Context: an optimization exercise on an open-source flow, tuned for small area. The choices shown serve that exercise and are no tape-out recipe. The RTL was checked by simulation tests, not by an equivalence proof against the original design. The clock cells of runs 3 to 5 come from the design's own scripts or RTL, not from TritonCTS. The clock port is modelled as an ideal driver, which makes a skipped or thinned clock tree look cheaper than it is; a real chip needs a root buffer or a tree. Power and IR drop assume default switching activity.

`config.mk`:
```
export PLATFORM = sky130hd
export DESIGN_NAME = stopwatch
export DESIGN_NICKNAME = stopwatch
export VERILOG_FILES = /design/flow/design.v
export SDC_FILE = /design/flow/constraint.sdc
export NUM_CORES = 4
export LEC_CHECK = 0
export CAP_MARGIN = 20
export CORE_MARGIN = 2
export CORE_UTILIZATION = 40
export SLEW_MARGIN = 20
```
`constraint.sdc`:
```
create_clock -name core_clock -period 4.0 [get_ports {clkIn}]
set_input_delay 0.8000 -clock core_clock [delete_from_list [all_inputs] [get_ports {clkIn}]]
set_output_delay 0.8000 -clock core_clock [all_outputs]
set_load 0.01 [all_outputs]
```
`design.v`:
```
module stopwatch (
  input clkIn,
  input rstIn,
  input btnRunIn,
  input btnPauseIn,
  input btnClearIn,
  output [7:0] aSegOut,
  output [7:0] cSegOut);
  localparam [1:0] S_IDLE  = 2'd0;   
  localparam [1:0] S_IDLEC = 2'd1;   
  localparam [1:0] S_RUN   = 2'd3;
  localparam [1:0] S_CLEAR = 2'd2;
  reg [1:0] state;
  reg       en;
  always @(posedge clkIn) begin
    if (rstIn) begin
      state <= S_IDLE;
      en    <= 1'b0;
    end else begin
      en <= (state == S_RUN);
      case (state)
        S_RUN:   state <= btnPauseIn ? S_IDLE : (btnClearIn ? S_CLEAR : S_RUN);
        S_CLEAR: state <= S_IDLEC;
        default: state <= btnRunIn ? S_RUN : (btnClearIn ? S_CLEAR : S_IDLE);
      endcase
    end
  end
  wire clr = rstIn | (state == S_IDLEC);
  reg pc, tick;
  always @(posedge clkIn) begin
    if (clr) begin
      pc   <= 1'b0;
      tick <= 1'b0;
    end else begin
      tick <= pc;
      pc   <= ~pc & en;
    end
  end
  function [3:0] nx_ones0(input [3:0] d, input inc);
    begin
      nx_ones0[0] = ~((~d[1] & ~d[2] & ~d[3]) | (~d[0] & ~inc) | (d[0] & ~d[2] & inc) | (~d[1] & ~d[3] & inc));
      nx_ones0[1] = (d[1] & ~inc) | (~d[1] & ~d[2] & inc) | (~d[0] & inc);
      nx_ones0[2] = (d[2] & ~inc) | (d[0] & d[1] & inc) | (d[2] & ~d[3]) | (~d[0] & d[2]);
      nx_ones0[3] = (d[2] & d[3]) | (d[0] & ~d[1] & d[2] & inc);
    end
  endfunction
  function [3:0] nx_ones(input [3:0] d, input inc);
    begin
      nx_ones[0] = ~((~d[1] & ~d[2] & ~d[3]) | (~d[0] & ~inc) | (d[0] & ~d[2] & inc) | (~d[1] & ~d[3] & inc));
      nx_ones[1] = (d[1] & ~inc) | (~d[0] & inc);
      nx_ones[2] = ~((~d[2] & ~inc) | (~d[0] & ~d[2]) | (d[0] & ~d[1] & d[3] & inc));
      nx_ones[3] = (d[2] & d[3]) | (d[0] & ~d[1] & inc);
    end
  endfunction
  function [2:0] nx_tens(input [2:0] d, input inc);
    begin
      nx_tens[0] = (d[0] & d[1] & ~inc) | (~d[0] & d[1] & inc) | (d[0] & d[2]);
      nx_tens[1] = (d[1] & ~inc) | (~d[0] & inc);
      nx_tens[2] = (~d[0] & d[2]) | (d[0] & inc) | (d[1] & d[2]);
    end
  endfunction
  function [3:0] nx_hour(input [3:0] d, input inc);
    begin
      nx_hour[0] = ~((~d[0] & ~inc) | (d[0] & ~d[2] & inc) | (~d[1] & ~d[3] & inc) | (~d[2] & d[3]));
      nx_hour[1] = (d[1] & ~inc) | (~d[0] & inc);
      nx_hour[2] = ~((~d[2] & ~inc) | (~d[0] & ~d[2]) | (d[0] & ~d[1] & d[3] & inc));
      nx_hour[3] = (d[2] & d[3]) | (d[0] & ~d[1] & inc);
    end
  endfunction
  function zo(input [3:0] d); zo = (d[0] & ~d[1] & ~d[2] & ~d[3]); endfunction
  function zt(input [2:0] d); zt = (d[0] & ~d[1] & ~d[2]); endfunction
  reg [3:0] d0, d1, d2, d3, d5, d7;
  reg [2:0] d4, d6;
  always @(posedge clkIn) begin
    if (clr) begin
      d0 <= 4'd0; d1 <= 4'd0; d2 <= 4'd0; d3 <= 4'd0;
      d4 <= 3'd0; d5 <= 4'd0; d6 <= 3'd0; d7 <= 4'd0;
    end else begin
      d0 <= nx_ones0(d0, tick);
      d1 <= nx_ones(d1, zo(d0));
      d2 <= nx_ones(d2, zo(d1));
      d3 <= nx_ones(d3, zo(d2));
      d4 <= nx_tens(d4, zo(d3));
      d5 <= nx_ones(d5, zt(d4));
      d6 <= nx_tens(d6, zo(d5));
      d7 <= nx_hour(d7, zt(d6));
    end
  end
  reg [1:0] rc;     
  reg [2:0] sel;    
  reg [2:0] psel;   
  reg [3:0] ch;     
  reg [3:0] seg;    
  always @(posedge clkIn) begin
    psel <= sel;
    if (rstIn) begin
      rc  <= 2'd0;
      sel <= 3'd0;
      ch  <= 4'd0;
      seg <= 4'd10;
    end else begin
      rc <= {rc[0], ~rc[1]};   
      if (rc == 2'd2) sel <= {sel[2] ^ (sel[1] & sel[0]), sel[1] ^ sel[0], ~sel[0]};
      case (sel)
        3'd0: ch <= d0;
        3'd1: ch <= d1;
        3'd2: ch <= d2;
        3'd3: ch <= d3;
        3'd4: ch <= {1'b0, d4};
        3'd5: ch <= d5;
        3'd6: ch <= {1'b0, d6};
        default: ch <= d7;
      endcase
      seg <= ch;
    end
  end
  assign cSegOut[0] = (~seg[2] & seg[3]) | (~seg[0] & seg[1]);
  assign cSegOut[1] = (~seg[2] & seg[3]) | (seg[0] & seg[2] & ~seg[3]);
  assign cSegOut[2] = (~seg[2] & seg[3]) | (seg[0] & seg[1] & ~seg[2]);
  assign cSegOut[3] = (~seg[0] & seg[1]) | (~seg[1] & seg[3]);
  assign cSegOut[4] = (~seg[0] & seg[1]) | (~seg[0] & seg[2]) | (~seg[1] & seg[3]) | (seg[1] & seg[2] & ~seg[3]);
  assign cSegOut[5] = (seg[1] & ~seg[2]) | (~seg[2] & seg[3]) | (~seg[0] & ~seg[1] & seg[2]);
  assign cSegOut[6] = (~seg[1] & ~seg[2]) | (~seg[0] & ~seg[2]) | (~seg[0] & seg[3]);
  assign cSegOut[7] = 1'b1;
  assign aSegOut = ~(8'd1 << psel);
endmodule
```
`flow/run.sh`:
```
#!/bin/bash
# Own layout flow: the standard flow, with two changes.
#  1. Synthesis is ORFS's own script with a stronger, area-oriented ABC
#     script and without half/full-adder extraction. Everything before ABC
#     (and so every register and its name) is as in the standard synthesis;
#     the flow gives each register the instance name the standard synthesis
#     gave it (pairing them by their Q nets) and falls back to the standard
#     netlist if the registers do not pair up.
#  2. Port buffers use the smallest buffer, and clock-tree synthesis uses
#     small clock buffers without dummy loads.
# Each tool's output goes to a log file of its own in the work folder.
set -euo pipefail
WORK=$PWD
FLOW=$WORK/flow
R=$WORK/orfs/results/$FLOW_PLATFORM/stopwatch/base

bash standard.sh synth > log_synth_standard.txt 2>&1
cp $R/1_2_yosys.v $WORK/standard_1_2_yosys.v

# 2. own synthesis
sed -e 's|^\( *\)extract_fa .*$|\1# (adder extraction skipped)|' \
    -e 's|log_cmd abc {\*}\$abc_args|log_cmd abc -script $::env(OWN_ABC_SCRIPT) {*}$lib_args {*}$lib_dont_use_args|' \
    $FLOW_HOME/scripts/synth.tcl > $WORK/own_synth_body.tcl
sed -e "s|source \$::env(SCRIPTS_DIR)/synth.tcl|source $WORK/own_synth_body.tcl|" \
    $WORK/synth_recipe.tcl > $WORK/own_synth.tcl
if OWN_ABC_SCRIPT=$FLOW/area.abc make -C $FLOW_HOME DESIGN_CONFIG=$WORK/config.mk \
     WORK_HOME=$WORK/orfs CLKGATE_MAP_FILE= SYNTH_SCRIPT=$WORK/own_synth.tcl do-yosys \
     > log_synth_own.txt 2>&1 \
   && cp $R/1_2_yosys.v $WORK/own_1_2_yosys.v \
   && python3 $FLOW/fix_regs.py $WORK/standard_1_2_yosys.v $WORK/own_1_2_yosys.v > log_fix_regs.txt 2>&1; then
  echo "using own synthesis" >> log_fix_regs.txt
  cp $WORK/own_1_2_yosys.v $R/1_2_yosys.v
else
  echo "falling back to the standard synthesis" >> log_fix_regs.txt
  cp $WORK/standard_1_2_yosys.v $R/1_2_yosys.v
fi
rm -f $R/1_synth.odb $R/1_synth.sdc

# 3. the rest of the standard flow
export BUFFER_PORTS_ARGS="-buffer_cell sky130_fd_sc_hd__buf_1"
export CTS_ARGS="${OWN_CTS_ARGS:--sink_clustering_enable -repair_clock_nets -dont_use_dummy_load -buf_list sky130_fd_sc_hd__clkbuf_8 -sink_clustering_size 30}"
bash standard.sh > log_layout.txt 2>&1
```
`flow/area.abc`:
```
strash
&get -n
&fraig -x
&put
dc2
balance; rewrite; refactor; balance; rewrite; rewrite -z; balance; refactor -z; rewrite -z; balance
dc2
balance; rewrite; refactor; balance; rewrite; rewrite -z; balance; refactor -z; rewrite -z; balance
dch -f
&get -n
&dch -f
&nf -R 1000
&put
```
`flow/fix_regs.py`:
```
# Give the own synthesis's flip-flops the instance names the standard
# synthesis gave them, pairing them by the net on their Q pin, so the layout's
# registers carry the standard synthesis's names. Exit 1 (and leave the own
# netlist alone) unless both netlists hold the same registers: same count,
# same Q nets, same cell types.
# usage: fix_regs.py standard.v own.v
import re, sys

FF = re.compile(r'sky130_fd_sc_hd__(?:df|edf|sdf|dl)\w*$')
HEAD = re.compile(r'^(\s*)(sky130_fd_sc_hd__\w+)\s+(\S+)\s*\(\s*$')

def cells(lines):
    """[(line index of header, cell type, name, Q net or None)]"""
    out = []
    i = 0
    while i < len(lines):
        m = HEAD.match(lines[i])
        if m:
            j = i
            body = []
            while not lines[j].rstrip().endswith(');'):
                j += 1
                body.append(lines[j])
            q = re.search(r'\.Q\((.*?)\)\s*,?\s*$', "\n".join(body), re.M)
            out.append((i, m.group(2), m.group(3), q.group(1).strip() if q else None))
            i = j
        i += 1
    return out

std_lines = open(sys.argv[1]).read().split("\n")
own_text = open(sys.argv[2]).read()
std = {q: (t, n) for _, t, n, q in cells(std_lines) if FF.match(t)}
std_names = {n for t, n in std.values()}

# move the own netlist's private names out of the way of the standard ones
AUTO = re.compile(r'(?<=[\s(,{])_(\d+)_(?=[\s),\[;}])')
own_text = AUTO.sub(lambda m: "_o%s_" % m.group(1), own_text)
own_lines = own_text.split("\n")
own = [(i, t, n, q) for i, t, n, q in cells(own_lines) if FF.match(t)]

ok = len(own) == len(std) and len(std) > 0
for i, t, n, q in own:
    if q not in std or std[q][0] != t:
        print("unmatched register", n, t, q)
        ok = False
if not ok:
    print(len(std), "standard registers,", len(own), "own registers: not the same")
    sys.exit(1)
for i, t, n, q in own:
    m = HEAD.match(own_lines[i])
    own_lines[i] = "%s%s %s (" % (m.group(1), t, std[q][1])
names = [n for _, _, n, _ in cells(own_lines)]
if len(names) != len(set(names)):
    print("duplicate instance names after renaming")
    sys.exit(1)
open(sys.argv[2], "w").write("\n".join(own_lines))
print(len(own), "registers renamed to the standard synthesis's names")
```
`standard.sh`:
```
#!/bin/bash
# synth_recipe.tcl (not shown) runs the flow's synth.tcl, then flattens the netlist and writes it again
# the make line also repeats each setting of config.mk as NAME=value (left out here)
make -C /OpenROAD-flow-scripts/flow DESIGN_CONFIG=/design/flow/config.mk WORK_HOME=/design/flow/orfs CLKGATE_MAP_FILE= SYNTH_SCRIPT=/design/flow/synth_recipe.tcl "${@:-finish}"
```
==> flow_summary.toml, run 1 <==
[worst_setup_path]
cp-start-kind = "flop"
critPathKind = "flop to output pin"
path_depth = 3
cp_max_fo = 5
crit_buf_inv = 2
path_cells = "clkinv_1 > o31ai_1 > buf_1"
critPathSlowestCell = "dfxtp_1"
crit_required_ns = 3.20
cpPeakStageDelay_ns = 0.39
critPathTopFamily = "flip-flops"
critPathCaptureType = "output pin"
reg2regPathDepth = 3
worstPathArrival_ns = 1.21

[die]
fp.dieW_um = 75.4
ios = 21
start_util_pct = 42.3
die_area_um2 = 5690
rows = 25
core_um2 = 4820
fp.dieH_um = 75.4

[sta]
worstMarginPinSlew_ns = 0.680
min_period_ns = 2.01
hold_viol_final = 0
setup_ws_ns = 1.99
fin_skew_ns = 0.0127
finalCritPeriodShare_pct = 50.2
rsz0062_at_grt = "false"
fin_tns_setup_ns = 0
slew_viol_final = 0
setup_violations = 0
timing.fmax_ghz = 0.498
relSlewSlack_pct = 54.0

[yosys]
ys_top_cells_by_area = "dfxtp_1 (50%), nor2_1 (6.8%), o21ai_0 (5.4%), a21oi_1 (5.2%), a221oi_1 (4.7%)"
synth_area_um2 = 2040
syn_nets = 237
synth_cells = 232
yosysSeqAreaShare_pct = 50.1
ys_ff_latch = 51
synth_top_area_share_pct = 50.1
synth_area_per_cell_um2 = 8.79
synth_cell_type_count = 36
yosys_warnings = 1
synth_area_leader_cell = "dfxtp_1"

[place]
place_congestion = 0.754
portBuffers = 19
placed_cell_area_um2 = 2190
placed_cells = 318
place_ws_ns = 1.91
post-dp-hpwl_mm = 2.90

[global_route]
grt_pass1_wl_mm = 6.43
antenna_found_initial = 0
grt_pass1_vias = 1386
track_usage_pct = 15.0
grt_max_degree = 19
overflow = 0

[cts]
cts-root-buf = "clkbuf_8"
cts_resized = 0
clk_latency_ns = 0.29
cts_made_buffers = 5
clock_path_buffers = 2
cts_hold_buf = 0
cts_sinks = 51
htreeDepth = 2
post_cts_buffers = 0
clk_pin_slew_ns = 0.08
cts_tree = "yes"

[final_layout]
fin_cells = 323
stdcell_area_um2 = 2260
diodes = 0
final_nets = 263
areaGrowthSynthToFinish_pct = 11.0
drive_above_1_share_pct = 2.34

[pwr]
clkPwrFrac_pct = 31.5
combPwrFrac_pct = 4.3
powerDensity_nw_per_um2 = 359
power.switching_mw = 0.173
switching_share_pct = 21.3
seqPwrFrac_pct = 64.1
ir_drop_uv = 260
p_leak_nw = 0.751
internal_power_mw = 0.639

[route]
drtIter0Drc = 93
wl_per_cell_um = 12.1
m1WireLength_mm = 2.00
routed.top_layer = "met4"
dr.pass1.iters = 4
via_per_inst = 5.33
dr_total_vias = 1720
met3_length_um = 191
final_antenna_net_count = 0
wl_met2_mm = 1.68
drc = 0
routed_wl_mm = 3.92

[min_path]
min_path_type = "flop to flop"
hold_depth = 1

[status]
status = "complete, no violations"

[job]
maxCapViolCount = 0
[kinds of logic (layout without fill, tap and decap cells)]
group | after synthesis | in the layout | synth area share (%)
flops | 51 | 51 | 50.1
simple gates | 87 | 87 | 21.2
other cells | 1 | 1 | 0.184
buf+inv | 10 | 34 | 2.02
compound gates | 83 | 83 | 26.5
[routing by layer]
layer | vias to the layer above | global-route usage (%)
li1 | 910 | -
met1 | 764 | 20.6
met2 | 42 | 23.1
met3 | 4 | 3.57
met4 | 0 | 5.26
met5 | - | 0
[area by class of cell]
cell class	instances	area, um^2
clock buffer	5	68.8
sequential	51	1020
timing repair buffer	20	78.8
inverter	9	33.8
tap	67	83.8
multi-input combinational	171	977
fill	470	2550
[placed cells by master, fill, tap and decap left out, types with 3 or more instances in the layout]
| master | count |
|---|---|
| a32o_1 | 3 |
| nand2b_1 | 4 |
| nand2_1 | 12 |
| nand3b_1 | 3 |
| buf_1 | 19 |
| nor2b_1 | 5 |
| dfxtp_1 | 51 |
| a21oi_1 | 21 |
| a22oi_1 | 11 |
| and2_0 | 3 |
| nor2_1 | 37 |
| and3_1 | 6 |
| o21ai_0 | 22 |
| clkinv_1 | 9 |
| clkbuf_8 | 5 |
| a31oi_1 | 4 |
| nand3_1 | 3 |
| nor3_1 | 3 |
| a221oi_1 | 11 |
[metrics by stage]
step	utilization, %	power, mW	hold slack, ns
6_report	47.0	0.812	0.414
5_1_grt	47.0	0.845	0.437
4_1_cts	47.0	0.826	0.412
3_5_place_dp	45.6	0.568	0.396
3_3_place_gp	45.6	0.568	0.399
2_1_floorplan	-	0.554	0.383
[path summary, 6_finish.rpt]
check / start / endpoint / slack [ns]
max: seg[1] / cSegOut[2] / 1.99
min: pc / pc / 0.41
max reg2reg: d0[0] / d1[2] / 2.41
min reg2reg: pc / pc / 0.41
[cell usage after synthesis (all sizes together)]
library cell / instances
a21o: 1
a21oi: 21
a221oi: 11
a22oi: 11
a311oi: 1
a31oi: 4
a32o: 3
a32oi: 1
and2: 3
and3: 6
and3b: 2
buf: 1
clkinv: 9
conb: 1
dfxtp: 51
nand2: 12
nand2b: 4
nand3: 3
nand3b: 3
nor2: 37
nor2b: 5
nor3: 3
nor3b: 2
nor4b: 1
o21a: 1
o21ai: 22
o21bai: 1
o221a: 1
o221ai: 1
o22a: 1
o22ai: 1
o31ai: 1
o32ai: 1
or2: 2
or3: 2
or3b: 2
[power groups by stage]
stage	combinational, mW	clock, mW	sequential [mW]
floorplan	0.0234	0	0.530
global placement	0.0360	0	0.532
detailed placement	0.0357	0	0.532
CTS	0.0357	0.270	0.520
global route	0.0407	0.283	0.521
finish	0.0353	0.256	0.520
==> run 2, diff against run 1 <==
--- a/design.v
+++ b/design.v
@@ -88,4 +88,4 @@
   end
+  reg       r1;     
   reg [1:0] rc;     
-  reg [2:0] sel;    
   reg [2:0] psel;   
@@ -93,24 +93,20 @@
   reg [3:0] seg;    
+  wire [2:0] sel = r1 ? 3'd0 :
+                   (rc == 2'd0) ? {psel[2] ^ (psel[1] & psel[0]), psel[1] ^ psel[0], ~psel[0]} : psel;
   always @(posedge clkIn) begin
+    r1   <= rstIn;
     psel <= sel;
-    if (rstIn) begin
-      rc  <= 2'd0;
-      sel <= 3'd0;
-      ch  <= 4'd0;
-      seg <= 4'd10;
-    end else begin
-      rc <= {rc[0], ~rc[1]};   
-      if (rc == 2'd2) sel <= {sel[2] ^ (sel[1] & sel[0]), sel[1] ^ sel[0], ~sel[0]};
-      case (sel)
-        3'd0: ch <= d0;
-        3'd1: ch <= d1;
-        3'd2: ch <= d2;
-        3'd3: ch <= d3;
-        3'd4: ch <= {1'b0, d4};
-        3'd5: ch <= d5;
-        3'd6: ch <= {1'b0, d6};
-        default: ch <= d7;
-      endcase
-      seg <= ch;
-    end
+    rc   <= rstIn ? 2'd0 : {rc[0], ~rc[1]};
+    if (rstIn) ch <= 4'd0;
+    else case (sel)
+      3'd0: ch <= d0;
+      3'd1: ch <= d1;
+      3'd2: ch <= d2;
+      3'd3: ch <= d3;
+      3'd4: ch <= {1'b0, d4};
+      3'd5: ch <= d5;
+      3'd6: ch <= {1'b0, d6};
+      default: ch <= d7;
+    endcase
+    seg <= rstIn ? 4'd10 : ch;
   end
==> run 2 against run 1 <==
  * Total power up 0.71%
  * Clock power about the same
  * Still clean on timing, DRC and antenna
  * Sequential power down 3%
  * Highest routed layer unchanged
  * Critical endpoint is now aSegOut[6]
  * First-iteration DRC count up 4.3%
  * Setup slack worse by 0.26 ns
  * Synthesized cell count up 0.86%
==> flow_summary.toml, run 2 <==
[place]
place_ws_ns = 2.05
portBuffers = 19
placed_cells = 320
place_congestion = 0.873
post-dp-hpwl_mm = 3.08

[yosys]
yosys_warnings = 1
ys_ff_latch = 49
synth_area_leader_cell = "dfxtp_1"
synth_edf_count = 0
ys_top_cells_by_area = "dfxtp_1 (49%), nor2_1 (7.4%), a22oi_1 (6.4%), o21ai_0 (6.0%), a21oi_1 (5.0%)"
synth_cells = 234
syn_nets = 239
ys.flop_type = "dfxtp_1"
yosysSeqAreaShare_pct = 49.4
ys_async_sr_fraction_pct = 0
synth_area_per_cell_um2 = 8.49
synth_area_um2 = 1990
synth_top_area_share_pct = 49.4
synth_most_common_cell = "dfxtp_1"
synth_cell_type_count = 32
synth_common_cells = "dfxtp_1 (49), nor2_1 (39), o21ai_0 (24), a21oi_1 (20), a22oi_1 (17)"

[cts]
cts_hold_buf = 0
post_cts_buffers = 0
cts_made_buffers = 5
clk_latency_ns = 0.30
cts_tree = "yes"
cts_sinks = 49
clk_pin_slew_ns = 0.09
cts_resized = 0
htreeDepth = 2
cts-root-buf = "clkbuf_8"
clock_path_buffers = 2

[global_route]
grt_pass1_vias = 1462
overflow = 0
grt_max_degree = 20
antenna_found_initial = 0
grt_pass1_wl_mm = 6.57
track_usage_pct = 15.4

[sta]
finalCritPeriodShare_pct = 56.8
timing.fmax_ghz = 0.440
slew_viol_final = 0
fin_tns_setup_ns = 0
min_period_ns = 2.27
rsz0062_at_grt = "false"
relSlewSlack_pct = 39.0
worstMarginPinSlew_ns = 0.902
fin_skew_ns = 0.0153
hold_viol_final = 0
setup_ws_ns = 1.73
setup_violations = 0

[pwr]
powerDensity_nw_per_um2 = 370
p_total_mw = 0.817
ir_drop_uv = 161
p_leak_nw = 0.715

[job]
maxCapViolCount = 0

[final_layout]
final_cell_mix = "dfxtp_1 (49), nor2_1 (39), o21ai_0 (24)"
fin_cells = 325
nFillCells = 491
drive_above_1_share_pct = 2.33
final_common_cell = "dfxtp_1"
multi_input_area_um2 = 960
final_nets = 265
diodes = 0
seq_area_um2 = 981
fin_util_pct = 46.5
areaGrowthSynthToFinish_pct = 11.3

[route]
routed_wl_mm = 4.14
final_antenna_net_count = 0
via_per_inst = 5.44
drc = 0
dr.pass1.iters = 4
dr_total_vias = 1769
wl_per_cell_um = 12.7
drtIter0Drc = 97

[die]
rows = 25
die_area_um2 = 5540
start_util_pct = 41.8
fp.dieW_um = 74.5
ios = 21
core_um2 = 4750
fp.dieH_um = 74.5

[worst_setup_path]
cp-start-kind = "flop"
critPathKind = "flop to output pin"
critPathTopFamily = "flip-flops"
cpPeakStageDelay_ns = 0.50
cp_max_fo = 10
critPathSlowestCell = "dfxtp_1"
worstPathArrival_ns = 1.47
crit_required_ns = 3.20
crit_buf_inv = 2
path_cells = "clkinv_1 > or3_1 > buf_1"
critPathCaptureType = "output pin"

[min_path]
min_path_type = "flop to flop"

[status]
status = "complete, no violations"
==> run 2: changes by cell type after synthesis, moves of 3 or more <==
| cell | change |
|---|---|
| a22oi_1 | +6 |
| nand2_1 | +4 |
| a221oi_1 | -3 |
| a31oi_1 | -3 |
| a32o_1 | -3 |
| a41oi_1 | +3 |
| nand3b_1 | -3 |
==> run 2: cell families (layout without fill, tap and decap cells) <==
group	count (synthesis)	after routing	synth area share [%]
AOI/OAI and AO/OA	83	83	26.8
xor gates and xnor gates	1	1	0.441
buffers and inverters	11	35	2.27
DFF	49	49	49.4
other	1	1	0.189
and+or+nand+nor	89	89	20.9
==> run 2: worst register-to-register path, delay by kind of cell (launching register included) <==
kind	cells	cell delay (ns)
simple gates	4	0.84
compound gates	3	0.58
buf+inv	1	0.12
flops	1	0.33
==> run 2: area by class of cell <==
type	instances	share of cell area (%)
Clock buffer	5	3.11
Sequential cell	49	44.4
Inverter	10	1.70
Timing Repair Buffer	20	3.57
Tap cell	67	3.79
Multi-Input combinational cell	174	43.4
==> run 2: per-layer routing <==
metal	GRT usage, %	up-vias	share of wire, %
li1	-	915	-
met4	5.95	0	2.2
met3	3.66	7	5.0
met2	25.3	47	46
met5	0	-	0
met1	19.7	800	47
==> run 2: final timing paths <==
| kind | from | to | slack (ns) | cells past startpoint |
|---|---|---|---|---|
| worst max-delay path | psel[1] | aSegOut[6] | 1.73 | 3 |
| worst min-delay path | pc | pc | 0.40 | 1 |
| worst max register to register | rc[1] | ch[0] | 2.05 | 8 |
| worst min register to register | pc | pc | 0.40 | 1 |
==> run 2: stage by stage <==
step	area, um^2	hold WS [ns]
detailed placement	2140	0.395
floorplan	1990	0.383
finish	2210	0.404
global route	2210	0.421
global placement	2140	0.389
CTS	2210	0.406
==> run 2: power by group <==
part | switching (mW) | internal, mW | total (mW)
Clock | 0.142 | 0.113 | 0.255
Combinational | 0.0388 | 0.0184 | 0.0572
Sequential | 0.0101 | 0.495 | 0.505
==> run 3, diff against run 2 <==
--- a/flow/run.sh
+++ b/flow/run.sh
@@ -8,4 +8,7 @@
 #     netlist if the registers do not pair up.
-#  2. Port buffers use the smallest buffer, and clock-tree synthesis uses
-#     small clock buffers without dummy loads.
+#  2. Port buffers use the smallest buffer. Clock-tree synthesis is replaced
+#     (cts_hook.tcl, sourced by ORFS's cts.tcl) by a two-level tree: a few
+#     leaf clock buffers, each at the centre of a group of registers, driven
+#     by one root buffer on the clock port. The CTS_ARGS below only matter
+#     if the hook is taken out.
 # Each tool's output goes to a log file of its own in the work folder.
@@ -41,2 +44,8 @@
 export CTS_ARGS="${OWN_CTS_ARGS:--sink_clustering_enable -repair_clock_nets -dont_use_dummy_load -buf_list sky130_fd_sc_hd__clkbuf_8 -sink_clustering_size 30}"
+if [[ -f $FLOW/cts_hook.tcl ]]; then
+  export PRE_CTS_TCL=$FLOW/cts_hook.tcl
+  export OWN_CTS_LEAF=${OWN_CTS_LEAF:-sky130_fd_sc_hd__clkbuf_8}
+  export OWN_CTS_ROOT=${OWN_CTS_ROOT:-sky130_fd_sc_hd__clkbuf_2}
+  export OWN_CTS_GROUPS=${OWN_CTS_GROUPS:-3}
+fi
 bash standard.sh > log_layout.txt 2>&1
==> flow/cts_hook.tcl (new file) <==
# Sourced by ORFS's cts.tcl before clock-tree synthesis (PRE_CTS_TCL). It
# replaces TritonCTS for this small design with a two-level tree: the flops
# are split into a few groups by position, each group gets a clock buffer at
# its centre, and one root buffer at the port side drives those buffers. The
# port thus feeds one buffer pin; every register is one root buffer and one
# leaf buffer away from the port.
proc clock_tree_synthesis { args } {
  set leaf_cell $::env(OWN_CTS_LEAF)
  set root_cell $::env(OWN_CTS_ROOT)
  set ngroups $::env(OWN_CTS_GROUPS)
  set block [ord::get_db_block]
  set dbu [$block getDbUnitsPerMicron]
  set clk_name [[[$block findBTerm clkIn] getNet] getName]
  set clk_net [get_nets $clk_name]
  # sinks: register clock pins on the clock net, with their positions
  set loc_of [dict create]
  foreach it [[$block findNet $clk_name] getITerms] {
    set inst [$it getInst]
    dict set loc_of [string map {"\\" ""} [$inst getName]] [$inst getLocation]
  }
  set sinks {}
  foreach pin [get_pins -of_objects $clk_net] {
    if { [get_property $pin direction] ne "input" } { continue }
    set fn [get_full_name $pin]
    set iname [string map {"\\" ""} [string range $fn 0 [expr { [string last "/" $fn] - 1 }]]]
    set loc [dict get $loc_of $iname]
    lappend sinks [list $pin [expr { [lindex $loc 0] / double($dbu) }] [expr { [lindex $loc 1] / double($dbu) }]]
  }
  set n [llength $sinks]
  # k-means on the sink positions, started from points spread along x
  set sorted [lsort -real -index 1 $sinks]
  set centres {}
  for { set k 0 } { $k < $ngroups } { incr k } {
    set s [lindex $sorted [expr { int(($k + 0.5) * $n / $ngroups) }]]
    lappend centres [list [lindex $s 1] [lindex $s 2]]
  }
  for { set it 0 } { $it < 50 } { incr it } {
    set groups {}
    for { set k 0 } { $k < $ngroups } { incr k } { lappend groups {} }
    foreach s $sinks {
      set best 0; set bd 1e30
      for { set k 0 } { $k < $ngroups } { incr k } {
        lassign [lindex $centres $k] cx cy
        set d [expr { abs([lindex $s 1] - $cx) + abs([lindex $s 2] - $cy) }]
        if { $d < $bd } { set bd $d; set best $k }
      }
      lset groups $best [concat [lindex $groups $best] [list $s]]
    }
    set centres {}
    foreach g $groups {
      if { [llength $g] == 0 } { lappend centres {0 0}; continue }
      set sx 0; set sy 0
      foreach s $g { set sx [expr { $sx + [lindex $s 1] }]; set sy [expr { $sy + [lindex $s 2] }] }
      lappend centres [list [expr { $sx / [llength $g] }] [expr { $sy / [llength $g] }]]
    }
  }
  set k 0
  set rx 0; set ry 0; set nb 0
  foreach g $groups c $centres {
    if { [llength $g] == 0 } { continue }
    set pins {}
    foreach s $g { lappend pins [lindex $s 0] }
    puts "own cts: leaf buffer $k drives [llength $pins] registers at $c"
    insert_buffer -buffer_cell $leaf_cell -net $clk_name -load_pins $pins \
      -location $c -buffer_name clkbuf_leaf_$k -net_name clknet_leaf_$k
    set rx [expr { $rx + [lindex $c 0] }]; set ry [expr { $ry + [lindex $c 1] }]; incr nb
    incr k
  }
  insert_buffer -buffer_cell $root_cell -net $clk_name \
    -location [list [expr { $rx / $nb }] [expr { $ry / $nb }]] \
    -buffer_name clkbuf_root -net_name clknet_root
  set_propagated_clock [all_clocks]
}
==> run 3 against run 2 <==
  * Sequential power about the same
  * Synthesized cell count unchanged
  * Maximum frequency decreased by 3.3%
  * Via count decreased by 0.23%
  * Combinational power about the same
  * Hold slack improved by 0.0037 ns
  * Routed wire length increased by 0.77%
  * First-iteration DRC count increased by 7.2%
  * Sequential share of layout area increased by 0.46 points
  * Final area decreased by 1.0%
  * Die area unchanged
  * Critical path type unchanged
  * Critical endpoint unchanged
==> flow_summary.toml, run 3 <==
[status]
status = "complete, no violations"

[sta]
fin_tns_setup_ns = 0
rsz0062_at_grt = "false"
hold_viol_final = 0
relSlewSlack_pct = 39.7
worstMarginPinSlew_ns = 0.893
slew_viol_final = 0
setup_violations = 0
finalCritPeriodShare_pct = 58.8
timing.fmax_ghz = 0.425
fin_skew_ns = 0.0225
hold_ws_ns = 0.407
min_period_ns = 2.35

[route]
dr_total_vias = 1765
dr.pass1.iters = 4
via_per_inst = 5.45
drtIter0Drc = 104
wl_per_cell_um = 12.9
routed_wl_mm = 4.17
drc = 0
final_antenna_net_count = 0

[pwr]
ir_drop_uv = 191
p_leak_nw = 0.705
powerDensity_nw_per_um2 = 358

[worst_setup_path]
cp-start-kind = "flop"
critPathCaptureType = "output pin"
critPathKind = "flop to output pin"
crit_required_ns = 3.20
reg2regPathDepth = 7
worstPathArrival_ns = 1.55
regToRegSetupSlack_ns = 2.03
rr_endpoint = "ch[0]"
cp_max_fo = 10
r2r_start = "psel[0]"

[global_route]
track_usage_pct = 14.7
grt_max_degree = 20
grt_pass1_vias = 1457
grt_pass1_wl_mm = 6.63
met2_usage_pct = 25.2
grt_busiest_layer = "met2"
overflow = 0
met3_usage_pct = 1.36
use_met1_pct = 20.1
antenna_found_initial = 0

[min_path]
hold_end = "pc"
hold_depth = 1
hp-start = "pc"
min_path_type = "flop to flop"

[final_layout]
diodes = 0
final_common_cell = "dfxtp_1"
stdcell_area_um2 = 2190
final_cell_mix = "dfxtp_1 (49), nor2_1 (39), o21ai_0 (24)"
areaGrowthSynthToFinish_pct = 10.1
drive_above_1_share_pct = 1.95
nFillCells = 488
fin_cells = 324
final_nets = 264

[die]
rows = 25
fp.dieH_um = 74.5
ios = 21
start_util_pct = 41.8
core_um2 = 4750
die_area_um2 = 5540
fp.dieW_um = 74.5

[cts]
clk_latency_ns = 0.40
clk_pin_slew_ns = 0.10
cts_resized = 0
cts_hold_buf = 0
post_cts_buffers = 0

[yosys]
synth_area_um2 = 1990
synth_top_area_share_pct = 49.4
yosysSeqAreaShare_pct = 49.4
synth_area_per_cell_um2 = 8.49
synth_most_common_cell = "dfxtp_1"
yosys_warnings = 1
syn_nets = 239
ys_ff_latch = 49
synth_cells = 234
ys.flop_type = "dfxtp_1"
ys_async_sr_fraction_pct = 0
synth_area_leader_cell = "dfxtp_1"
synth_cell_type_count = 32
synth_edf_count = 0
synth_common_cells = "dfxtp_1 (49), nor2_1 (39), o21ai_0 (24), a21oi_1 (20), a22oi_1 (17)"
ys_top_cells_by_area = "dfxtp_1 (49%), nor2_1 (7.4%), a22oi_1 (6.4%), o21ai_0 (6.0%), a21oi_1 (5.0%)"

[place]
placed_cell_area_um2 = 2140
post-dp-hpwl_mm = 3.08
portBuffers = 19
place_congestion = 0.873
placed_cells = 320

[job]
maxCapViolCount = 0
-- run 3: kinds of logic (layout without fill, tap and decap cells) --
group	count (synthesis)	after routing	share of synthesized area [%]
buf+inv	11	34	2.27
flops	49	49	49.4
xor+xnor	1	1	0.441
other cells	1	1	0.189
compound gates	83	83	26.8
simple gates	89	89	20.9
-- run 3: power breakdown --
group,switching [mW],internal (mW)
clock,0.145,0.0743
combinational,0.0387,0.0184
sequential,0.0101,0.495
-- run 3: cell type report, clock buffers not listed --
cell class                      count  area (um^2)  area share [%]
Inverter                           10         37.5            1.72
Timing Repair Buffer               20         78.8            3.60
Sequential cell                    49          981            44.9
Multi-Input combinational cell    174          960            43.9
Tap cell                           67         83.8            3.83
-- run 3: through the flow --
stage	setup WS [ns]	power, mW	utilization (%)
finish	1.65	0.782	46.0
global route	1.53	0.818	46.0
CTS	1.62	0.791	46.0
detailed placement	2.05	0.574	45.0
global placement	2.05	0.574	45.0
floorplan	2.18	0.553	-
-- run 3: worst max path at each step --
stage | from | endpoint | slack (ns) | cells past startpoint
final | psel[1] | aSegOut[6] | 1.65 | 3
after global routing | psel[1] | aSegOut[6] | 1.53 | 3
after CTS | psel[1] | aSegOut[6] | 1.62 | 3
after detailed placement | rstIn | d2[0] | 2.05 | 5
after global placement | rstIn | d1[0] | 2.05 | 5
after floorplan | rstIn | d5[0] | 2.18 | 3
-- run 3: critical path, stage by stage, from the launching register on --
cell and delay, ns:
dfxtp_1 0.50, clkinv_1 0.18, or3_1 0.36, buf_1 0.13
-- run 3: per-layer routing --
metal	vias up	wire length (um)
met3	9	187
met4	0	118
met1	793	1980
met2	49	1880
met5	-	0
li1	914	-
==> run 4, diff against run 3 <==
--- a/design.v
+++ b/design.v
@@ -40,6 +40,6 @@
     begin
-      nx_ones0[0] = ~((~d[1] & ~d[2] & ~d[3]) | (~d[0] & ~inc) | (d[0] & ~d[2] & inc) | (~d[1] & ~d[3] & inc));
-      nx_ones0[1] = (d[1] & ~inc) | (~d[1] & ~d[2] & inc) | (~d[0] & inc);
-      nx_ones0[2] = (d[2] & ~inc) | (d[0] & d[1] & inc) | (d[2] & ~d[3]) | (~d[0] & d[2]);
-      nx_ones0[3] = (d[2] & d[3]) | (d[0] & ~d[1] & d[2] & inc);
+      nx_ones0[0] = ~((~d[0] & ~inc) | (~d[1] & d[2] & ~d[3]) | (~d[1] & ~d[3] & inc) | (d[0] & d[2] & inc));
+      nx_ones0[1] = (d[1] & ~inc) | (~d[0] & inc) | (~d[1] & d[2] & inc);
+      nx_ones0[2] = ~((~d[2] & ~inc) | (~d[2] & ~d[3]) | (d[0] & d[1] & inc) | (~d[0] & ~d[2]));
+      nx_ones0[3] = (~d[2] & d[3]) | (d[0] & ~d[1] & ~d[2] & inc);
     end
@@ -48,6 +48,6 @@
     begin
-      nx_ones[0] = ~((~d[1] & ~d[2] & ~d[3]) | (~d[0] & ~inc) | (d[0] & ~d[2] & inc) | (~d[1] & ~d[3] & inc));
+      nx_ones[0] = ~((~d[0] & ~inc) | (~d[1] & d[2] & ~d[3]) | (~d[1] & ~d[3] & inc) | (d[0] & d[2] & inc));
       nx_ones[1] = (d[1] & ~inc) | (~d[0] & inc);
-      nx_ones[2] = ~((~d[2] & ~inc) | (~d[0] & ~d[2]) | (d[0] & ~d[1] & d[3] & inc));
-      nx_ones[3] = (d[2] & d[3]) | (d[0] & ~d[1] & inc);
+      nx_ones[2] = (d[2] & ~inc) | (d[0] & ~d[1] & d[3] & inc) | (~d[0] & d[2]);
+      nx_ones[3] = (~d[2] & d[3]) | (d[0] & ~d[1] & inc);
     end
@@ -56,5 +56,5 @@
     begin
-      nx_tens[0] = (d[0] & d[1] & ~inc) | (~d[0] & d[1] & inc) | (d[0] & d[2]);
+      nx_tens[0] = (d[0] & ~d[2]) | (~d[0] & d[1] & inc) | (d[0] & d[1] & ~inc);
       nx_tens[1] = (d[1] & ~inc) | (~d[0] & inc);
-      nx_tens[2] = (~d[0] & d[2]) | (d[0] & inc) | (d[1] & d[2]);
+      nx_tens[2] = (d[0] & ~d[1]) | (d[2] & ~inc) | (~d[0] & d[2]);
     end
@@ -63,10 +63,10 @@
     begin
-      nx_hour[0] = ~((~d[0] & ~inc) | (d[0] & ~d[2] & inc) | (~d[1] & ~d[3] & inc) | (~d[2] & d[3]));
+      nx_hour[0] = ~((~d[0] & ~inc) | (~d[1] & ~d[3] & inc) | (d[0] & d[2] & inc) | (d[2] & d[3]));
       nx_hour[1] = (d[1] & ~inc) | (~d[0] & inc);
-      nx_hour[2] = ~((~d[2] & ~inc) | (~d[0] & ~d[2]) | (d[0] & ~d[1] & d[3] & inc));
-      nx_hour[3] = (d[2] & d[3]) | (d[0] & ~d[1] & inc);
+      nx_hour[2] = (d[2] & ~inc) | (d[0] & ~d[1] & d[3] & inc) | (~d[0] & d[2]);
+      nx_hour[3] = (~d[2] & d[3]) | (d[0] & ~d[1] & inc);
     end
   endfunction
-  function zo(input [3:0] d); zo = (d[0] & ~d[1] & ~d[2] & ~d[3]); endfunction
-  function zt(input [2:0] d); zt = (d[0] & ~d[1] & ~d[2]); endfunction
+  function zo(input [3:0] d); zo = (d[0] & ~d[1] & d[2] & ~d[3]); endfunction
+  function zt(input [2:0] d); zt = (d[0] & ~d[1] & d[2]); endfunction
   reg [3:0] d0, d1, d2, d3, d5, d7;
@@ -75,4 +75,4 @@
     if (clr) begin
-      d0 <= 4'd0; d1 <= 4'd0; d2 <= 4'd0; d3 <= 4'd0;
-      d4 <= 3'd0; d5 <= 4'd0; d6 <= 3'd0; d7 <= 4'd0;
+      d0 <= 4'd4; d1 <= 4'd4; d2 <= 4'd4; d3 <= 4'd4;
+      d4 <= 3'd4; d5 <= 4'd4; d6 <= 3'd4; d7 <= 4'd4;
     end else begin
@@ -99,3 +99,3 @@
     rc   <= rstIn ? 2'd0 : {rc[0], ~rc[1]};
-    if (rstIn) ch <= 4'd0;
+    if (rstIn) ch <= 4'd4;
     else case (sel)
@@ -110,11 +110,11 @@
     endcase
-    seg <= rstIn ? 4'd10 : ch;
+    seg <= rstIn ? 4'd13 : ch;
   end
-  assign cSegOut[0] = (~seg[2] & seg[3]) | (~seg[0] & seg[1]);
-  assign cSegOut[1] = (~seg[2] & seg[3]) | (seg[0] & seg[2] & ~seg[3]);
-  assign cSegOut[2] = (~seg[2] & seg[3]) | (seg[0] & seg[1] & ~seg[2]);
+  assign cSegOut[0] = (~seg[0] & seg[1]) | (seg[2] & seg[3]);
+  assign cSegOut[1] = (seg[0] & ~seg[2] & ~seg[3]) | (seg[2] & seg[3]);
+  assign cSegOut[2] = ~((~seg[2]) | (~seg[1] & ~seg[3]) | (~seg[0]));
   assign cSegOut[3] = (~seg[0] & seg[1]) | (~seg[1] & seg[3]);
-  assign cSegOut[4] = (~seg[0] & seg[1]) | (~seg[0] & seg[2]) | (~seg[1] & seg[3]) | (seg[1] & seg[2] & ~seg[3]);
-  assign cSegOut[5] = (seg[1] & ~seg[2]) | (~seg[2] & seg[3]) | (~seg[0] & ~seg[1] & seg[2]);
-  assign cSegOut[6] = (~seg[1] & ~seg[2]) | (~seg[0] & ~seg[2]) | (~seg[0] & seg[3]);
+  assign cSegOut[4] = (~seg[0] & ~seg[2]) | (~seg[1] & seg[3]) | (seg[1] & ~seg[2] & ~seg[3]) | (~seg[0] & seg[1]);
+  assign cSegOut[5] = (~seg[0] & ~seg[1] & ~seg[2]) | (seg[2] & seg[3]) | (seg[1] & seg[2]);
+  assign cSegOut[6] = (~seg[1] & seg[2]) | (~seg[0] & seg[3]) | (~seg[0] & seg[2]);
   assign cSegOut[7] = 1'b1;
==> run 4 against run 3 <==
  * Core utilization increased by 0.16 points
  * Total power increased by 1.2%
  * Via count decreased by 1.1%
  * Highest routed layer unchanged
==> flow_summary.toml, run 4 <==
[status]
status = "complete, no violations"

[worst_setup_path]
crit_required_ns = 3.20
cp-start-kind = "flop"
cp_max_fo = 10
r2r_start = "psel[1]"
worstPathArrival_ns = 1.56
path_cells = "clkinv_1 > or3_1 > buf_1"
cpPeakStageDelay_ns = 0.52
startpoint = "psel[1]"
critPathSlowestCell = "dfxtp_1"
critPathKind = "flop to output pin"
critPathCaptureType = "output pin"

[global_route]
track_usage_pct = 14.9
overflow = 0
grt_pass1_wl_mm = 6.71
grt_max_degree = 20
grt_pass1_vias = 1452
antenna_found_initial = 0

[die]
core_um2 = 4750
fp.dieH_um = 74.7
rows = 25
ios = 21
fp.dieW_um = 74.7
start_util_pct = 42.0
die_area_um2 = 5570

[pwr]
switching_share_pct = 24.8
internal_power_mw = 0.595
seqPwrFrac_pct = 64.3
power.switching_mw = 0.197
ir_drop_uv = 184
powerDensity_nw_per_um2 = 361
p_total_mw = 0.792
clkPwrFrac_pct = 27.2
p_leak_nw = 0.746
combPwrFrac_pct = 8.5

[yosys]
synth_edf_count = 0
synth_common_cells = "dfxtp_1 (49), nor2_1 (36), a21oi_1 (25), nand2_1 (19), o21ai_0 (18)"
yosys_warnings = 1
synth_cell_type_count = 34
ys_top_cells_by_area = "dfxtp_1 (49%), nor2_1 (6.8%), a21oi_1 (6.3%), o21ai_0 (4.5%), a22oi_1 (4.1%)"
yosysSeqAreaShare_pct = 49.1
ys_async_sr_fraction_pct = 0
ys.flop_type = "dfxtp_1"
synth_area_per_cell_um2 = 8.43
synth_cells = 237
synth_area_um2 = 2000
synth_area_leader_cell = "dfxtp_1"
synth_most_common_cell = "dfxtp_1"
syn_nets = 242
ys_ff_latch = 49
synth_top_area_share_pct = 49.1

[route]
wl_per_cell_um = 12.6
via_per_inst = 5.35
dr_total_vias = 1745
drtIter0Drc = 82
dr.pass1.iters = 4
drc = 0
routed_wl_mm = 4.12
final_antenna_net_count = 0

[final_layout]
stdcell_area_um2 = 2190
areaGrowthSynthToFinish_pct = 9.90
final_common_cell = "dfxtp_1"
final_nets = 266
drive_above_1_share_pct = 1.93
final_cell_mix = "dfxtp_1 (49), nor2_1 (36), a21oi_1 (24)"
fin_cells = 326
fin_util_pct = 46.2
diodes = 0

[cts]
post_cts_buffers = 0
cts_resized = 0
clk_pin_slew_ns = 0.10
cts_hold_buf = 0
clk_latency_ns = 0.37

[sta]
setup_violations = 0
timing.fmax_ghz = 0.424
setup_ws_ns = 1.64
min_period_ns = 2.36
slew_viol_final = 0
worstMarginPinSlew_ns = 0.791
hold_viol_final = 0
rsz0062_at_grt = "false"
fin_tns_setup_ns = 0
relSlewSlack_pct = 46.8
fin_skew_ns = 0.0116
hold_ws_ns = 0.408
finalCritPeriodShare_pct = 58.9

[min_path]
hp-start = "pc"
min_path_type = "flop to flop"

[place]
place_congestion = 0.792
post-dp-hpwl_mm = 3.06
placed_cells = 322
portBuffers = 19
place_ws_ns = 1.44
placed_cell_area_um2 = 2140

[job]
maxCapViolCount = 0
## run 4: layout make-up, clock buffers not listed
cell class              instances  area (um^2)
well taps                      67         83.8
flip-flops and latches         49          981
repair buffers                 19         71.3
inverters                      14         52.6
fillers                       481         2560
multi-input cells             173          960
## run 4: metal layers
layer	vias to the layer above	part of all wire (%)	wire length [um]	global-route usage (%)
met3	5	3.6	147	1.34
li1	925	-	-	-
met4	0	1.5	61	1.98
met5	-	0	0	0
met1	791	50	2060	20.5
met2	24	45	1850	26.4
## run 4: worst paths after layout
kind                                    to  slack (ns)  depth (start not counted)
worst max-delay path            aSegOut[2]        1.64                          3
worst min-delay path                    pc        0.41                          1
worst max register to register       ch[2]        1.92                          8
worst min register to register          pc        0.41                          1
## run 4: cell families after synthesis
group / after synthesis / synth area share [%]
AND/OR/NAND/NOR: 87 / 19.9
AO/OA/AOI/OAI: 84 / 27.3
flip-flops: 49 / 49.1
buffers and inverters: 15 / 3.01
XOR/XNOR: 1 / 0.439
other: 1 / 0.188
## run 4: power by group through the flow
stage	combinational (mW)	sequential (mW)	clock [mW]
6_report	0.0672	0.509	0.215
5_1_grt	0.0775	0.511	0.240
4_1_cts	0.0672	0.509	0.224
3_5_place_dp	0.0672	0.520	0
3_3_place_gp	0.0663	0.520	0
2_1_floorplan	0.0477	0.518	0
## run 4: critical path: cells and delay by family, from the launching register on
family | cells | cell delay (ns)
DFF | 1 | 0.52
and+or+nand+nor | 1 | 0.36
buffers and inverters | 2 | 0.31
==> run 5, diff against run 4 <==
==> design.v (replaced) <==
module stopwatch (
  input clkIn,
  input rstIn,
  input btnRunIn,
  input btnPauseIn,
  input btnClearIn,
  output [7:0] aSegOut,
  output [7:0] cSegOut);
  localparam [1:0] S_IDLE  = 2'd0;   
  localparam [1:0] S_IDLEC = 2'd1;   
  localparam [1:0] S_RUN   = 2'd3;
  localparam [1:0] S_CLEAR = 2'd2;
  reg [1:0] state;
  reg       en;
  always @(posedge clkIn) begin
    if (rstIn) begin
      state <= S_IDLE;
      en    <= 1'b0;
    end else begin
      en <= (state == S_RUN);
      case (state)
        S_RUN:   state <= btnPauseIn ? S_IDLE : (btnClearIn ? S_CLEAR : S_RUN);
        S_CLEAR: state <= S_IDLEC;
        default: state <= btnRunIn ? S_RUN : (btnClearIn ? S_CLEAR : S_IDLE);
      endcase
    end
  end
  wire clr = rstIn | (state == S_IDLEC);
  reg pc, tick;
  always @(posedge clkIn) begin
    if (clr) begin
      pc   <= 1'b0;
      tick <= 1'b0;
    end else begin
      tick <= pc;
      pc   <= ~pc & en;
    end
  end
  function [3:0] nx_ones0(input [3:0] d, input inc);
    begin
      nx_ones0[0] = ~((~d[1] & ~d[2] & ~d[3]) | (~d[0] & ~inc) | (d[0] & ~d[2] & inc) | (~d[1] & ~d[3] & inc));
      nx_ones0[1] = (d[1] & ~inc) | (~d[1] & ~d[2] & inc) | (~d[0] & inc);
      nx_ones0[2] = (d[2] & ~inc) | (d[0] & d[1] & inc) | (d[2] & ~d[3]) | (~d[0] & d[2]);
      nx_ones0[3] = (d[2] & d[3]) | (d[0] & ~d[1] & d[2] & inc);
    end
  endfunction
  function [3:0] nx_ones(input [3:0] d, input inc);
    begin
      nx_ones[0] = ~((~d[1] & ~d[2] & ~d[3]) | (~d[0] & ~inc) | (d[0] & ~d[2] & inc) | (~d[1] & ~d[3] & inc));
      nx_ones[1] = (d[1] & ~inc) | (~d[0] & inc);
      nx_ones[2] = ~((~d[2] & ~inc) | (~d[0] & ~d[2]) | (d[0] & ~d[1] & d[3] & inc));
      nx_ones[3] = (d[2] & d[3]) | (d[0] & ~d[1] & inc);
    end
  endfunction
  function [2:0] nx_tens(input [2:0] d, input inc);
    begin
      nx_tens[0] = (d[0] & d[1] & ~inc) | (~d[0] & d[1] & inc) | (d[0] & d[2]);
      nx_tens[1] = (d[1] & ~inc) | (~d[0] & inc);
      nx_tens[2] = (~d[0] & d[2]) | (d[0] & inc) | (d[1] & d[2]);
    end
  endfunction
  function [3:0] nx_hour(input [3:0] d, input inc);
    begin
      nx_hour[0] = ~((~d[0] & ~inc) | (d[0] & ~d[2] & inc) | (~d[1] & ~d[3] & inc) | (~d[2] & d[3]));
      nx_hour[1] = (d[1] & ~inc) | (~d[0] & inc);
      nx_hour[2] = ~((~d[2] & ~inc) | (~d[0] & ~d[2]) | (d[0] & ~d[1] & d[3] & inc));
      nx_hour[3] = (d[2] & d[3]) | (d[0] & ~d[1] & inc);
    end
  endfunction
  function zo(input [3:0] d); zo = (d[0] & ~d[1] & ~d[2] & ~d[3]); endfunction
  function zt(input [2:0] d); zt = (d[0] & ~d[1] & ~d[2]); endfunction
  reg [3:0] d0, d1, d2, d3, d5, d7;
  reg [2:0] d4, d6;
  always @(posedge clkIn) begin
    if (clr) begin
      d0 <= 4'd0; d1 <= 4'd0; d2 <= 4'd0; d3 <= 4'd0;
      d4 <= 3'd0; d5 <= 4'd0; d6 <= 3'd0; d7 <= 4'd0;
    end else begin
      d0 <= nx_ones0(d0, tick);
      d1 <= nx_ones(d1, zo(d0));
      d2 <= nx_ones(d2, zo(d1));
      d3 <= nx_ones(d3, zo(d2));
      d4 <= nx_tens(d4, zo(d3));
      d5 <= nx_ones(d5, zt(d4));
      d6 <= nx_tens(d6, zo(d5));
      d7 <= nx_hour(d7, zt(d6));
    end
  end
  wire      r1 = (~seg[0] & ~seg[2] & seg[3]);
  reg [1:0] rc;     
  reg [2:0] psel;   
  reg [3:0] ch;     
  reg [3:0] seg;    
  wire [2:0] sel = r1 ? 3'd0 :
                   (rc == 2'd0) ? {psel[2] ^ (psel[1] & psel[0]), psel[1] ^ psel[0], ~psel[0]} : psel;
  always @(posedge clkIn) begin
    psel <= sel;
    rc   <= rstIn ? 2'd0 : {rc[0], ~rc[1]};
    if (rstIn) ch <= 4'd0;
    else case (sel)
      3'd0: ch <= d0;
      3'd1: ch <= d1;
      3'd2: ch <= d2;
      3'd3: ch <= d3;
      3'd4: ch <= {1'b0, d4};
      3'd5: ch <= d5;
      3'd6: ch <= {1'b0, d6};
      default: ch <= d7;
    endcase
    seg <= rstIn ? 4'd8 : ch;
  end
  assign cSegOut[0] = (~seg[2] & seg[3]) | (~seg[0] & seg[1]);
  assign cSegOut[1] = (~seg[2] & seg[3]) | (seg[0] & seg[2] & ~seg[3]);
  assign cSegOut[2] = (~seg[2] & seg[3]) | (seg[0] & seg[1] & ~seg[2]);
  assign cSegOut[3] = (~seg[0] & seg[1]) | (~seg[1] & seg[3]);
  assign cSegOut[4] = (~seg[0] & seg[1]) | (~seg[0] & seg[2]) | (~seg[1] & seg[3]) | (seg[1] & seg[2] & ~seg[3]);
  assign cSegOut[5] = (seg[1] & ~seg[2]) | (~seg[2] & seg[3]) | (~seg[0] & ~seg[1] & seg[2]);
  assign cSegOut[6] = (~seg[1] & ~seg[2]) | (~seg[0] & ~seg[2]) | (~seg[0] & seg[3]);
  assign cSegOut[7] = 1'b1;
  assign aSegOut = ~(8'd1 << psel);
endmodule
--- a/flow/run.sh
+++ b/flow/run.sh
@@ -2,4 +2,5 @@
 # Own layout flow: the standard flow, with two changes.
-#  1. Synthesis is ORFS's own script with a stronger, area-oriented ABC
-#     script and without half/full-adder extraction. Everything before ABC
+#  1. Synthesis is ORFS's own script with stronger, area-oriented ABC
+#     scripts (each of flow/abc_*.abc is tried and the smallest netlist
+#     kept) and without half/full-adder extraction. Everything before ABC
 #     (and so every register and its name) is as in the standard synthesis;
@@ -22,3 +23,4 @@
 
-# 2. own synthesis
+# 2. own synthesis, once per ABC script in flow/abc_*.abc; the smallest
+#    netlist whose registers pair up with the standard synthesis's is kept
 sed -e 's|^\( *\)extract_fa .*$|\1# (adder extraction skipped)|' \
@@ -28,11 +30,27 @@
     $WORK/synth_recipe.tcl > $WORK/own_synth.tcl
-if OWN_ABC_SCRIPT=$FLOW/area.abc make -C $FLOW_HOME DESIGN_CONFIG=$WORK/config.mk \
-     WORK_HOME=$WORK/orfs CLKGATE_MAP_FILE= SYNTH_SCRIPT=$WORK/own_synth.tcl do-yosys \
-     > log_synth_own.txt 2>&1 \
-   && cp $R/1_2_yosys.v $WORK/own_1_2_yosys.v \
-   && python3 $FLOW/fix_regs.py $WORK/standard_1_2_yosys.v $WORK/own_1_2_yosys.v > log_fix_regs.txt 2>&1; then
-  echo "using own synthesis" >> log_fix_regs.txt
-  cp $WORK/own_1_2_yosys.v $R/1_2_yosys.v
+STAT=$WORK/orfs/reports/$FLOW_PLATFORM/stopwatch/base/synth_stat.txt
+best=""
+best_area=""
+for script in $FLOW/abc_*.abc; do
+  n=$(basename $script .abc)
+  if OWN_ABC_SCRIPT=$script make -C $FLOW_HOME DESIGN_CONFIG=$WORK/config.mk \
+       WORK_HOME=$WORK/orfs CLKGATE_MAP_FILE= SYNTH_SCRIPT=$WORK/own_synth.tcl do-yosys \
+       > log_synth_own_$n.txt 2>&1 \
+     && cp $R/1_2_yosys.v $WORK/own_$n.v \
+     && python3 $FLOW/fix_regs.py $WORK/standard_1_2_yosys.v $WORK/own_$n.v > log_fix_regs_$n.txt 2>&1; then
+    area=$(sed -n "s/.*Chip area for module.*: *//p" $STAT | head -1)
+    echo "$n: area $area" >> log_choice.txt
+    if [[ -n "$area" ]] && { [[ -z "$best" ]] || python3 -c "import sys; sys.exit(0 if float('$area') < float('$best_area') else 1)"; }; then
+      best=$n
+      best_area=$area
+    fi
+  else
+    echo "$n: failed or registers do not pair up" >> log_choice.txt
+  fi
+done
+if [[ -n "$best" ]]; then
+  echo "using own synthesis $best ($best_area)" >> log_choice.txt
+  cp $WORK/own_$best.v $R/1_2_yosys.v
 else
-  echo "falling back to the standard synthesis" >> log_fix_regs.txt
+  echo "falling back to the standard synthesis" >> log_choice.txt
   cp $WORK/standard_1_2_yosys.v $R/1_2_yosys.v
==> flow/abc_1.abc (new file) <==
strash
&get -n
&fraig -x
&put
dc2
balance; rewrite; refactor; balance; rewrite; rewrite -z; balance; refactor -z; rewrite -z; balance
dc2
balance; rewrite; refactor; balance; rewrite; rewrite -z; balance; refactor -z; rewrite -z; balance
dch -f
&get -n
&dch -f
&nf -R 1000
&put
==> flow/abc_2.abc (new file) <==
strash
&get -n
&fraig -x
&put
dc2
balance; rewrite; refactor; balance; rewrite; rewrite -z; balance; refactor -z; rewrite -z; balance
dc2
dch -f
&get -n
&dch -f
&nf -a -R 1000
&put
==> flow/abc_3.abc (new file) <==
strash
&get -n
&fraig -x
&put
dc2
balance; rewrite; refactor; balance; rewrite; rewrite -z; balance; refactor -z; rewrite -z; balance
dc2
balance; rewrite; refactor; balance; rewrite; rewrite -z; balance; refactor -z; rewrite -z; balance
dch -f
&get -n
&dch -f
&nf -R 1000 -F 8 -A 8
&put
==> flow/abc_4.abc (new file) <==
strash
&get -n
&fraig -x
&put
dc2
balance; rewrite; refactor; balance; rewrite; rewrite -z; balance; refactor -z; rewrite -z; balance
dc2
balance; rewrite; refactor; balance; rewrite; rewrite -z; balance; refactor -z; rewrite -z; balance
dc2
balance; rewrite; refactor; balance; rewrite; rewrite -z; balance; refactor -z; rewrite -z; balance
dch -f
&get -n
&dch -f
&nf -R 1000
&put
==> flow/abc_5.abc (new file) <==
strash
&get -n
&fraig -x
&put
dc2
balance; rewrite; refactor; balance; rewrite; rewrite -z; balance; refactor -z; rewrite -z; balance
dc2
balance; rewrite; refactor; balance; rewrite; rewrite -z; balance; refactor -z; rewrite -z; balance
dch -f
&get -n
&dch -f
&nf -R 1000 -p
&put
removed: flow/area.abc
==> run 5 against run 4 <==
  * Setup slack better by 0.20 ns
  * Critical path depth fell by 1
  * Clock power down 4%
  * Flip-flop and latch count shrank 1
  * Clock skew barely moved
  * Critical endpoint is now aSegOut[1]
  * Sequential share of layout area decreased by 0.41 points
  * Still clean on timing, DRC and antenna
  * Core utilization decreased by 0.22 points
  * Global-route usage rose by 0.23 points
  * Combinational power is 6.8% lower
  * Sequential power is 3% lower
  * Routed wire length down 1.9%
==> flow_summary.toml, run 5 <==
[die]
start_util_pct = 41.7
ios = 21
rows = 25
die_area_um2 = 5500
fp.dieH_um = 74.1
fp.dieW_um = 74.1
core_um2 = 4720

[route]
routed_wl_mm = 4.04
m1WireLength_mm = 2.04
dr.pass1.iters = 5
final_antenna_net_count = 0
met3_length_um = 180
dr_total_vias = 1679
wl_met2_mm = 1.77
wl_per_cell_um = 12.6
routed.top_layer = "met4"
drc = 0
via_per_inst = 5.25
drtIter0Drc = 87

[cts]
clk_pin_slew_ns = 0.09
cts_hold_buf = 0
cts_resized = 0
clk_latency_ns = 0.36
post_cts_buffers = 0

[sta]
slew_viol_final = 0
rsz0062_at_grt = "false"
setup_ws_ns = 1.84
fin_tns_setup_ns = 0
hold_viol_final = 0
min_period_ns = 2.16
worstMarginPinSlew_ns = 0.683
finalCritPeriodShare_pct = 54.0
setup_violations = 0
timing.fmax_ghz = 0.463
fin_skew_ns = 0.0114
relSlewSlack_pct = 53.9
hold_ws_ns = 0.417

[worst_setup_path]
worstPathArrival_ns = 1.36
reg2regPathDepth = 8
cp-start-kind = "flop"
critPathCaptureType = "output pin"
cp_max_fo = 11
crit_required_ns = 3.20
r2r_start = "rc[1]"
critPathKind = "flop to output pin"
regToRegSetupSlack_ns = 1.89
rr_endpoint = "ch[0]"

[global_route]
track_usage_pct = 15.1
grt_pass1_vias = 1471
grt_max_degree = 19
antenna_found_initial = 0
overflow = 0
grt_pass1_wl_mm = 6.80

[min_path]
hold_end = "pc"
min_path_type = "flop to flop"
hold_depth = 1
hp-start = "pc"

[final_layout]
stdcell_area_um2 = 2170
areaGrowthSynthToFinish_pct = 10.2
final_nets = 260
drive_above_1_share_pct = 1.98
diodes = 0
final_cell_mix = "dfxtp_1 (48), nor2_1 (40), o21ai_0 (25)"
final_common_cell = "dfxtp_1"

[place]
place_ws_ns = 1.91
portBuffers = 19
post-dp-hpwl_mm = 2.98
placed_cell_area_um2 = 2120
place_congestion = 0.818

[yosys]
synth_area_per_cell_um2 = 8.56
syn_nets = 235
yosys_warnings = 1
synth_cells = 230
synth_area_um2 = 1970

[pwr]
powerDensity_nw_per_um2 = 352
p_leak_nw = 0.719
ir_drop_uv = 277

[status]
status = "complete, no violations"

[job]
maxCapViolCount = 0
[run 5: changes by cell type in the layout (fill, tap and decap cells not counted), moves of 4 or more]
cell,before,now
a21oi_1,24,19
a222oi_1,1,8
nor2b_1,2,6
a221oi_1,2,8
a221o_1,5,0
nor2_1,36,40
o211ai_1,5,0
nand3_1,7,3
o21ai_0,18,25
clkinv_1,14,9
a22oi_1,11,5
[run 5: final cells by class, clock buffers not listed]
class / instances / area [um^2]
timing repair buffer: 20 / 78.8
fill: 480 / 2550
sequential: 48 / 961
multi-input combinational: 172 / 966
inverter: 9 / 33.8
tap: 67 / 83.8
[run 5: worst max path at each step]
stage / slack, ns / end / startpoint
6_report: 1.84 / aSegOut[1] / psel[0]
5_1_grt: 1.60 / ch[1] / psel[0]
4_1_cts: 1.82 / aSegOut[1] / psel[0]
3_5_place_dp: 1.91 / d0[0] / rstIn
3_3_place_gp: 1.92 / d5[2] / rstIn
2_1_floorplan: 2.21 / d5[0] / rstIn
[run 5: power by group]
part           total, mW  switching (mW)  internal [mW]  leakage, nW
registers          0.493         0.00889          0.484        0.389
clock network      0.207           0.133         0.0744       0.0257
logic             0.0626          0.0410         0.0216        0.305
total              0.763           0.183          0.580        0.719
[run 5: routing by layer]
| metal | GRT usage, % | up-vias |
|---|---|---|
| li1 | - | 887 |
| met1 | 22.0 | 752 |
| met2 | 25.3 | 36 |
| met3 | 1.36 | 4 |
| met4 | 1.82 | 0 |
| met5 | 0 | - |
[run 5: critical path: stages, from the launching register on]
cell and delay [ns]:
dfxtp_1 0.49, or3b_1 0.38, buf_1 0.13
[run 5: stage by stage]
stage          utilization (%)  cells  power [mW]
5_1_grt                   45.9    320       0.801
4_1_cts                   45.9    320       0.776
3_5_place_dp              45.0    316       0.567
3_3_place_gp              45.0    316       0.567
2_1_floorplan                -    230       0.546
6_report                  45.9    320       0.763

## port drivers added, routing unchanged
In the flow no input, the clock included, has a driving cell. The finished layouts below were timed again as built, in two steps.
Step 1, drivers: a clkbuf_16 drives clkIn and a buf_2 each remaining input, both assumed.
Step 2 adds t to the input delays and takes it off the output delays; t is the mean of the earliest and latest rising clock arrival at the registers after step 1. Input paths then give back, and output paths get back, about the clock's delay inside the block.
a / b / c = ideal ports / drivers / drivers and shift; a / b = the first two.
run	shift t [ns]	setup WS [ns]	worst hold slack (ns)	cell pins on the clock port's net
run 1	0.317	1.991 / 1.960 / 1.937	0.414 / 0.414 / 0.414	1
run 2	0.317	1.728 / 1.703 / 2.008	0.404 / 0.404 / 0.404	1
run 3	0.411	1.650 / 1.625 / 2.011	0.407 / 0.407 / 0.407	1
run 4	0.383	1.644 / 1.621 / 1.767	0.408 / 0.408 / 0.408	1
run 5	0.378	1.842 / 1.818 / 1.889	0.417 / 0.417 / 0.417	1
After both steps every run listed still meets setup and hold. For run 1, which loses most, drivers alone change the setup slack by -0.031 ns; drivers and shift together by -0.054 ns.
